Context: an optimization exercise on an open-source flow, tuned for small area. The choices shown serve that exercise and are no tape-out recipe.
Function was checked by simulation only, so behaviour that the tests miss may differ from the original.
Power and IR drop assume default switching activity.

==> design.v <==
module cal_fp(
    input clk,
    input rst,
    output logic [127:0] fp_data,
    output logic                fp_valid,
    input [511:0] din,
    input [127:0] din_valid,
    input  last
);
logic [3:0] nlo [128];
logic [3:0] nhi [128];
logic [127:0] nhit0, nhit1;    
logic [127:0] bank0, bank1, bank2;
logic [127:0] bank0_d, bank1_d, bank2_d, fp_d;
logic [2:0] wp;           
logic [2:0] rp;           
logic first;              
logic [4:0] v_p;          
logic [4:0] n_p;          
wire [2:0] cur = first ? {wp[1:0], wp[2]} : wp;
wire [2:0] we = last ? 3'b000 : cur;            
wire [2:0] keep = first ? ~we : 3'b111;         
wire [2:0] rs = n_p[4] ? rp : 3'b000;           
genvar gk, gb, gv, gh, gj;
generate
    for (gk = 0; gk < 128; gk++) begin : lane
        fp_lane u (.d(din[4*gk +: 4]), .v(din_valid[gk]), .nlo(nlo[gk]), .nhi(nhi[gk]));
    end
    for (gb = 0; gb < 8; gb++) begin : bucket
        for (gv = 0; gv < 16; gv++) begin : value
            for (gh = 0; gh < 2; gh++) begin : half
                logic [7:0] l, h;
                for (gj = 0; gj < 8; gj++) begin : input_j
                    assign l[gj] = nlo[16*gb + 8*gh + gj][gv % 4];
                    assign h[gj] = nhi[16*gb + 8*gh + gj][gv / 4];
                end
                if (gh == 0)
                    fp_half u (.nlo(l), .nhi(h), .nhit(nhit0[16*gb + gv]));
                else
                    fp_half u (.nlo(l), .nhi(h), .nhit(nhit1[16*gb + gv]));
            end
        end
    end
    for (gk = 0; gk < 128; gk++) begin : slice
        fp_slice u (
            .nhit0(nhit0[gk]), .nhit1(nhit1[gk]),
            .bank0(bank0[gk]), .bank1(bank1[gk]), .bank2(bank2[gk]),
            .we(we), .keep(keep), .rs(rs),
            .bank0_d(bank0_d[gk]), .bank1_d(bank1_d[gk]), .bank2_d(bank2_d[gk]), .fp_d(fp_d[gk])
        );
    end
endgenerate
always @(posedge clk) begin
    bank0 <= bank0_d;
    bank1 <= bank1_d;
    bank2 <= bank2_d;
    fp_data <= fp_d;
    if (rst) begin
        wp <= 3'b100;
        rp <= 3'b001;
        first <= 1'b1;
        v_p <= '0;
        n_p <= '0;
        fp_valid <= 1'b0;
    end else begin
        if (!last) wp <= cur;
        if (n_p[4]) rp <= {rp[1:0], rp[2]};
        first <= last;
        v_p <= {v_p[3:0], last};
        n_p <= {n_p[3:0], last & ~first};
        fp_valid <= v_p[4];
    end
end
endmodule
module fp_lane(
    input [3:0] d,
    input v,
    output logic [3:0] nlo,
    output logic [3:0] nhi
);
assign nlo[0] = d[1] | d[0];
assign nlo[1] = d[1] | ~d[0];
assign nlo[2] = ~d[1] | d[0];
assign nlo[3] = ~d[1] | ~d[0];
wire [3:2] dn;
fp_not u2 (.a(d[2]), .y(dn[2]));
fp_not u3 (.a(d[3]), .y(dn[3]));
assign nhi[0] = ~(v & dn[3] & dn[2]);
assign nhi[1] = ~(v & dn[3] & d[2]);
assign nhi[2] = ~(v & d[3] & dn[2]);
assign nhi[3] = ~(v & d[3] & d[2]);
endmodule
module fp_not(
    input a,
    output logic y
);
assign y = ~a;
endmodule
module fp_half(
    input [7:0] nlo,
    input [7:0] nhi,
    output logic nhit
);
assign nhit = ~|(~nlo & ~nhi);
endmodule
module fp_slice(
    input nhit0,
    input nhit1,
    input bank0,
    input bank1,
    input bank2,
    input [2:0] we,
    input [2:0] keep,
    input [2:0] rs,
    output logic bank0_d,
    output logic bank1_d,
    output logic bank2_d,
    output logic fp_d
);
wire hit = ~(nhit0 & nhit1);
assign bank0_d = (bank0 & keep[0]) | (hit & we[0]);
assign bank1_d = (bank1 & keep[1]) | (hit & we[1]);
assign bank2_d = (bank2 & keep[2]) | (hit & we[2]);
assign fp_d = (bank0 & rs[0]) | (bank1 & rs[1]) | (bank2 & rs[2]);
endmodule
==> flow/run.sh <==
#!/bin/bash
# The standard layout, with changes to how it is made:
# - after the standard synthesis, every combinational cell is swapped to the
#   drive-1 cell of the same function (flow/downsize.tcl); the later repair
#   steps upsize where timing, slew or capacitance need it;
# - ports are buffered with the smallest buffer (buf_1) instead of the one
#   buffer_ports picks;
# - clock tree synthesis clusters up to 15 flip-flops within 50 um under each
#   clkbuf_8 and inserts no dummy loads.
set -euo pipefail
export BUFFER_PORTS_ARGS="-buffer_cell sky130_fd_sc_hd__buf_1"
export CTS_ARGS="-sink_clustering_enable -sink_clustering_size 15 -sink_clustering_max_diameter 50 -repair_clock_nets -dont_use_dummy_load -buf_list {sky130_fd_sc_hd__clkbuf_8}"
bash standard.sh synth > standard_synth.log 2>&1
DS_ODB=orfs/results/$FLOW_PLATFORM/cal_fp/base/1_synth.odb \
  openroad -no_init -exit flow/downsize.tcl > downsize.log 2>&1
bash standard.sh > standard.log 2>&1
==> flow/downsize.tcl <==
# Swap every combinational cell to the drive-1 cell of the same function
# (registers and clock cells are left alone); later repair steps upsize
# where timing or slew needs it.
set f $::env(DS_ODB)
read_db $f
set db [ord::get_db]
set block [ord::get_db_block]
set n 0
set before 0.0
set after 0.0
foreach inst [$block getInsts] {
  set master [$inst getMaster]
  set m [$master getName]
  if {[regexp {^(sky130_fd_sc_hd__([a-z0-9]+))_([0-9]+)$} $m -> base fn drive]} {
    if {$drive > 1 && ![regexp {^(df|sdf|edf|sedf|dl|sdl|clk|conb|tap|fill|decap|diode|lpflow|probe)} $fn]} {
      set new [$db findMaster ${base}_1]
      if {$new != "NULL"} {
        set a0 [expr {[$master getWidth] * [$master getHeight]}]
        set a1 [expr {[$new getWidth] * [$new getHeight]}]
        if {$a1 < $a0} {
          $inst swapMaster $new
          incr n
          set before [expr {$before + $a0 / 1e6}]
          set after [expr {$after + $a1 / 1e6}]
        }
      }
    }
  }
}
puts "downsize: swapped $n instances, area $before -> $after um2"
write_db $f
==> standard.sh <==
#!/bin/bash
# synth_recipe.tcl (not shown) runs the flow's synth.tcl, then flattens the netlist and writes it again
# the make line also repeats each setting of config.mk as NAME=value (left out here)
make -C /OpenROAD-flow-scripts/flow DESIGN_CONFIG=/design/flow/config.mk WORK_HOME=/design/flow/orfs CLKGATE_MAP_FILE= SYNTH_SCRIPT=/design/flow/synth_recipe.tcl "${@:-finish}"
==> config.mk <==
export PLATFORM = sky130hd
export DESIGN_NAME = cal_fp
export DESIGN_NICKNAME = cal_fp
export VERILOG_FILES = /design/flow/design.v
export SDC_FILE = /design/flow/constraint.sdc
export NUM_CORES = 4
export LEC_CHECK = 0
export CAP_MARGIN = 20
export CORE_MARGIN = 2
export CORE_UTILIZATION = 70
export PLACE_DENSITY = 0.8
export SLEW_MARGIN = 20
export SYNTH_HIERARCHICAL = 1
==> constraint.sdc <==
create_clock -name core_clock -period 4.0 [get_ports {clk}]
set_input_delay 0.8000 -clock core_clock [delete_from_list [all_inputs] [get_ports {clk}]]
set_output_delay 0.8000 -clock core_clock [all_outputs]
set_load 0.01 [all_outputs]
==> results of run 1 <==
==> impl_metrics.yaml, run 1 <==
die:
  rows: 76
  die_y_um: 214
  die_w_um: 214
  start_util_pct: 71.2
synth:
  synthCells: 3899
  synth_area_mm2: 0.0309
  postSynthAreaPerCell_um2: 7.92
  synth_fp_nets: 4542
  synth_warnings: 9
outcome:
  status: "aborted with a tool error"
  lastStage: "I/O pin placement (3_2_place_iop)"
  firstError: "[ERROR PPL-0024] Number of IO pins (772) exceeds maximum number of available positions (770). Increase the die perimeter from 856.30um to 1049.92um."
==> inputs of run 2 (changes only) <==
--- a/config.mk
+++ b/config.mk
@@ -8,6 +8,6 @@
 export CAP_MARGIN = 20
 export CORE_MARGIN = 2
-export CORE_UTILIZATION = 70
-export PLACE_DENSITY = 0.8
+export CORE_UTILIZATION = 60
+export PLACE_DENSITY = 0.7
 export SLEW_MARGIN = 20
 export SYNTH_HIERARCHICAL = 1
==> impl_metrics.yaml, run 2 <==
outcome:
  status: "no timing/DRC/antenna violations"
die:
  die_w_um: 231
  rows: 83
  dieArea_mm2: 0.0533
  start_util_pct: 60.5
  die_y_um: 231
  pin_count: 772
  coreArea_mm2: 0.0511
setup_path:
  r2r_start: "first"
  crit_required_ps: 4470
  r2r_end: "bank0[57]"
  crit_path_cell_trace: "nor2b_1, nand2_4, buf_4, a22o_1"
  cp.arrival_ps: 2990
  rrSetupSlack_ps: 1480
  endpoint_kind: "register"
  cp-start-kind: "register"
  slowest_delay_ps: 560
  worstSetupPathType: "register to register"
  cp_max_fo: 61
  cp_slowest_cell: "nor2b_1"
  ff2ff_path_depth: 4
synth:
  postSynthAreaPerCell_um2: 7.92
  synth_fp_nets: 4542
  synth_warnings: 9
  synth_area_mm2: 0.0309
  synthCells: 3899
finish:
  mostFrequentLayoutCells: "o22ai_1, buf_1, dfxtp_1, nand3_1, inv_1"
  drive_gt1_share_pct: 1.54
  layout.nets: 5376
  area_growth_pct: 15.3
  multi_input_area_mm2: 0.0189
  layout_commonest_cell: "o22ai_1"
  fillers: 4250
  fin_area_mm2: 0.0356
  regArea_mm2: 0.0106
timing:
  setup_tns_ps: 0
  fmax_ghz: 0.397
  drv_slew: 0
  clock_skew_ps: 63.8
  grt_setup_unrepaired: "false"
  final_hold_viol_count: 0
  setup_viol: 0
  slew_headroom_pct: 14.2
  post-route-period-util_pct: 63.0
  fin_crit_ps: 2520
  holdWs_ps: 439
  setup_ws_ps: 1480
  tightest_slew_ps: 1280
grt:
  grt_first_pass_wirelength_um: 202000
  grt_max_degree: 118
  grt.met3_usage_pct: 12.5
  grt_pass1_vias: 36300
  met2_usage_pct: 73.2
  grt_remaining_overflow: 0
  busiest_layer: "met2"
  antenna_found_initial: 46
  grtUsageMet1_pct: 58.7
  grt_usage_pct: 47.6
power:
  p_leak_nw: 13.7
  powerDensity_mw_per_mm2: 383
  ir_drop_v: 0.000298
  power_mw: 13.6
worst_hold_path:
  holdPathStages: 2
  holdCritStartpoint: "bank2[54]"
  hold_end: "fp_data[54]"
  hold_path_class: "register to register"
route:
  routed_wirelength_um: 136000
  drc_errors: 0
  ant_nets: 0
  avgRoutedWirePerCell_um: 24.9
  firstDrtPassIters: 15
  drtIter0Drc: 6692
  vias: 39900
  viasPerCell: 7.32
clocking:
  clk_path_buf_depth: 3
  clk_latency_ps: 640
  clockRootBuffer: "clkbuf_8"
  cts_resized: 0
  cts_tree: "done"
  postCtsSetupRepairBufs: 0
  clock_sinks: 530
  clk_pin_slew_ps: 100
  h-tree-depth: 2
  cts_buffers: 44
  cts_hold_buf: 0
flow_run:
  maxCapViolCount: 0
placed_design:
  place_congestion: 1.09
  numPortBuffers: 771
  placedInstanceArea_mm2: 0.0349
  place_ws_ps: 980
  dpl.hpwl_um: 106000
## run 2: critical path, delay by kind of cell (launching register included)
kind                   cells  cell delay [ps]
AND/OR/NAND/NOR            2             1120
flip-flops                 1              500
buffers and inverters      1              460
AO/OA/AOI/OAI              1              260
## run 2: worst max path at each step
stage | startpoint | endpoint | slack [ps]
final | first | bank0[57] | 1480
after global routing | first | bank0[33] | 1390
after detailed placement | last | bank0[45] | 980
after floorplan | last | bank2[0] | 180
after global placement | last | bank0[35] | 1100
after CTS | first | bank0[57] | 1540
## run 2: cell type report
| class | instances | area share [%] |
|---|---|---|
| inverters | 387 | 4.08 |
| repair buffers | 790 | 8.74 |
| multi-input cells | 2980 | 53.0 |
| clock buffers | 44 | 1.70 |
| well taps | 680 | 2.39 |
| flip-flops and latches | 530 | 29.8 |
| diodes | 41 | 0.288 |
## run 2: routing by layer
metal	vias to the layer above	routed length, µm
li1	17600	-
met1	18000	48700
met2	3538	58500
met3	725	18200
met4	28	10300
met5	-	150
## run 2: power breakdown
part           internal, mW  leakage, nW  total [mW]  switching [mW]
combinational          1.66         8.94        3.65            1.99
sequential             6.55         4.40        7.33           0.778
clock                 0.985        0.317        2.64            1.65
total                  9.20         13.7        13.6            4.42
## run 2: stage by stage
stage          utilization [%]  cells
6_report                  69.7   5452
5_1_grt                   69.6   5437
4_1_cts                   69.5   5411
2_1_floorplan                -   3899
3_5_place_dp              68.3   5367
3_3_place_gp              68.3   5367
==> inputs of run 3 (changes only) <==
--- a/design.v
+++ b/design.v
@@ -83,17 +83,8 @@
 assign nlo[2] = ~d[1] | d[0];
 assign nlo[3] = ~d[1] | ~d[0];
-wire [3:2] dn;
-fp_not u2 (.a(d[2]), .y(dn[2]));
-fp_not u3 (.a(d[3]), .y(dn[3]));
-assign nhi[0] = ~(v & dn[3] & dn[2]);
-assign nhi[1] = ~(v & dn[3] & d[2]);
-assign nhi[2] = ~(v & d[3] & dn[2]);
-assign nhi[3] = ~(v & d[3] & d[2]);
-endmodule
-module fp_not(
-    input a,
-    output logic y
-);
-assign y = ~a;
+assign nhi[0] = ~v | d[3] | d[2];
+assign nhi[1] = ~v | d[3] | ~d[2];
+assign nhi[2] = ~v | ~d[3] | d[2];
+assign nhi[3] = ~v | ~d[3] | ~d[2];
 endmodule
 module fp_half(
==> flow/run.sh (replaced) <==
#!/bin/bash
# The standard layout, with changes to how it is made: ports are buffered with
# the smallest buffer (buf_1) instead of the one buffer_ports picks, clock tree
# synthesis builds the tree from clkbuf_4/clkbuf_8 and inserts no dummy loads,
# and global routing downsizes gates off the critical paths (RECOVER_POWER).
set -euo pipefail
export BUFFER_PORTS_ARGS="-buffer_cell sky130_fd_sc_hd__buf_1"
export CTS_ARGS="-sink_clustering_enable -repair_clock_nets -dont_use_dummy_load -buf_list {sky130_fd_sc_hd__clkbuf_4 sky130_fd_sc_hd__clkbuf_8}"
export RECOVER_POWER=100
bash standard.sh > standard.log 2>&1
--- a/config.mk
+++ b/config.mk
@@ -8,6 +8,5 @@
 export CAP_MARGIN = 20
 export CORE_MARGIN = 2
-export CORE_UTILIZATION = 60
-export PLACE_DENSITY = 0.7
+export CORE_UTILIZATION = 40
 export SLEW_MARGIN = 20
 export SYNTH_HIERARCHICAL = 1
removed: flow/downsize.tcl
==> impl_metrics.yaml, run 3 <==
setup_path:
  endpoint_kind: "register"
  cp.arrival_ps: 3450
  crit_required_ps: 4510
  cp-start-kind: "register"
  critPathTopFamily: "simple AND/OR/NAND/NOR gates"
  cp_slowest_cell: "clkbuf_2"
  cp_max_fo: 56
  r2r_start: "first"
  crit_path_cell_trace: "nor2b_1, nand2_4, clkbuf_2, a22o_1"
  path_buf_inv: 1
  r2r_end: "bank0[76]"
  crit_path_start: "first"
  rrSetupSlack_ps: 1060
  ff2ff_path_depth: 4
  worstSetupEndpoint: "bank0[76]"
  slowest_delay_ps: 720
  cp.depth: 4
  worstSetupPathType: "register to register"
placed_design:
  numPortBuffers: 771
  dpl.hpwl_um: 110000
  placedInstanceArea_mm2: 0.0372
  place_congestion: 1.06
grt:
  grt_usage_pct: 31.3
  grt_remaining_overflow: 0
  grt_max_degree: 130
  antenna_found_initial: 66
  grt_pass1_vias: 34600
  grt_first_pass_wirelength_um: 208000
clocking:
  cts_tree: "done"
  cts_resized: 0
  clk_pin_slew_ps: 60
  postCtsSetupRepairBufs: 0
  cts_hold_buf: 0
  clk_path_buf_depth: 3
  clockRootBuffer: "clkbuf_8"
  cts_buffers: 84
  clock_sinks: 530
  clk_latency_ps: 660
  h-tree-depth: 3
power:
  ir_drop_v: 0.000191
  p_leak_nw: 13.3
  powerDensity_mw_per_mm2: 383
synth:
  ys_ff_latch: 530
  synth_area_leaders: "dfxtp_1, o22ai_1, a22o_1"
  synth_warnings: 9
  synth_xor_xnor_area_share_pct: 0
  synthMuxAreaShare_pct: 0.184
  ys_async_sr_fraction_pct: 0
  synth_top_family_by_area: "compound AO/OA/AOI/OAI gates"
  synth_fa_ha_area_share_pct: 0
  synth_top_cell_area_share_pct: 32.5
  synth_flop_cell: "dfxtp_1"
  yosysTopAreaCell: "dfxtp_1"
  synthCells: 3643
  synth_fp_nets: 4286
  synth_edf_count: 0
  ys_top_cells_by_count: "o22ai_1, dfxtp_1, a22o_1, nand2_1, nand2b_1"
  synth_compound_area_share_pct: 33.9
  yosysSeqAreaShare_pct: 32.5
  postSynthAreaPerCell_um2: 8.97
  yosysMostFrequentCell: "o22ai_1"
  synth_area_mm2: 0.0327
  synthDistinctLibCells: 25
  synth-simple-area-share_pct: 31.9
timing:
  setup_tns_ps: 0
  post-route-period-util_pct: 73.6
  tightest_slew_ps: 1890
  final_hold_viol_count: 0
  drv_slew: 279
  fmax_ghz: 0.340
  setup_viol: 0
  slew_headroom_pct: -26.2
  clock_skew_ps: 55.7
  fin_crit_ps: 2940
  grt_setup_unrepaired: "false"
outcome:
  status: "failed layout checks"
  so_faults: "capacitance limit, slew limit"
finish:
  fin_area_mm2: 0.0384
  fin_util_pct: 47.7
  mostFrequentLayoutCells: "o22ai_1, buf_1, dfxtp_1, a22o_1, nand2b_1"
  layout_commonest_cell: "o22ai_1"
  area_growth_pct: 17.6
  drive_gt1_share_pct: 11.0
  layout.nets: 5163
route:
  avgRoutedWirePerCell_um: 25.1
  firstDrtPassIters: 19
  routed_wirelength_um: 141000
  viasPerCell: 6.56
  drc_errors: 0
  ant_nets: 0
  drtIter0Drc: 4149
  vias: 36900
die:
  rows: 104
  die_w_um: 290
  die_y_um: 290
  dieArea_mm2: 0.0840
  start_util_pct: 40.5
  pin_count: 772
  coreArea_mm2: 0.0807
worst_hold_path:
  hold_path_class: "register to register"
flow_run:
  maxCapViolCount: 3
run 3: power breakdown:
part / internal (mW) / switching, mW
sequential: 6.56 / 0.675
clock: 1.85 / 1.93
combinational: 1.81 / 1.89
run 3: Yosys stat by module, one instance, submodules excluded:
module,cell area [µm²],copies in the design,cells inside,flip-flops and latches
cal_fp,10900,1,571,530
fp_lane,51.3,128,8,0
fp_slice,43.8,128,6,0
fp_half,37.5,256,5,0
run 3: worst min-delay path by stage:
stage                      start      to  slack [ps]  depth (start not counted)
after global placement    v_p[0]  v_p[1]         410                          1
after CTS                 n_p[1]  n_p[2]         410                          1
after detailed placement  v_p[0]  v_p[1]         420                          1
after floorplan           n_p[3]  n_p[4]         410                          1
final                     n_p[1]  n_p[2]         410                          1
after global routing      n_p[1]  n_p[2]         450                          1
run 3: final cells by class:
class	count	area, µm²
fill	8135	42200
multi-input combinational	2980	21600
sequential	530	10600
timing repair buffer	793	3170
tap	1060	1330
clock buffer	84	1160
inverter	131	492
antenna	40	100
run 3: logic make-up (layout without fill, tap and decap cells):
kind of cell,after synthesis,in the layout
DFF,530,530
AOI/OAI and AO/OA,1539,1539
buffers and inverters,133,1008
muxes,6,6
other,0,40
and+or+nand+nor,1435,1435
run 3: through the flow:
stage / power [mW] / instances / hold slack (ps) / worst slack, ps
floorplan: 9.70 / 3643 / 411 / 177
global placement: 10.9 / 5494 / 412 / 1400
detailed placement: 11.0 / 5494 / 421 / 1370
CTS: 14.7 / 5578 / 413 / 1740
global route: 15.5 / 5606 / 453 / 941
finish: 14.7 / 5618 / 408 / 1060
run 3: layer usage:
layer  GRT usage (%)  share of wire [%]
met5               0               0.21
met4            13.8                4.5
met3            8.11                9.7
met2            49.2                 44
met1            40.5                 41

==> afterwards: timing with drivers on the ports <==
No port has a modelled driver above. Below, the same layouts with a new extraction and two added sets of constraints.
Step 1 sets driving cells, clkbuf_16 on the clock port and buf_2 on the other inputs (assumed; they add their load-dependent delay and slew).
Step 2 also shifts input and output timing later by t, the mid clock arrival at the registers, as if the neighbouring blocks saw the same clock.
Three values: ideal ports, drivers, drivers and shift; two values: the first two.
run	t (ns)	setup slack, ns	slew at the worst register clock pin (ns)	worst slew at a driven data input, ns	pins driven straight from the clock port
run 2	0.658	1.480 / 1.480 / 0.871	0.10 / 0.10	0.22	1
run 3	0.699	1.055 / 1.055 / 0.485	0.07 / 0.07	0.20	1
The setup slack of run 2, which loses most, moves by 0.000 ns with the drivers and by -0.609 ns with both steps.
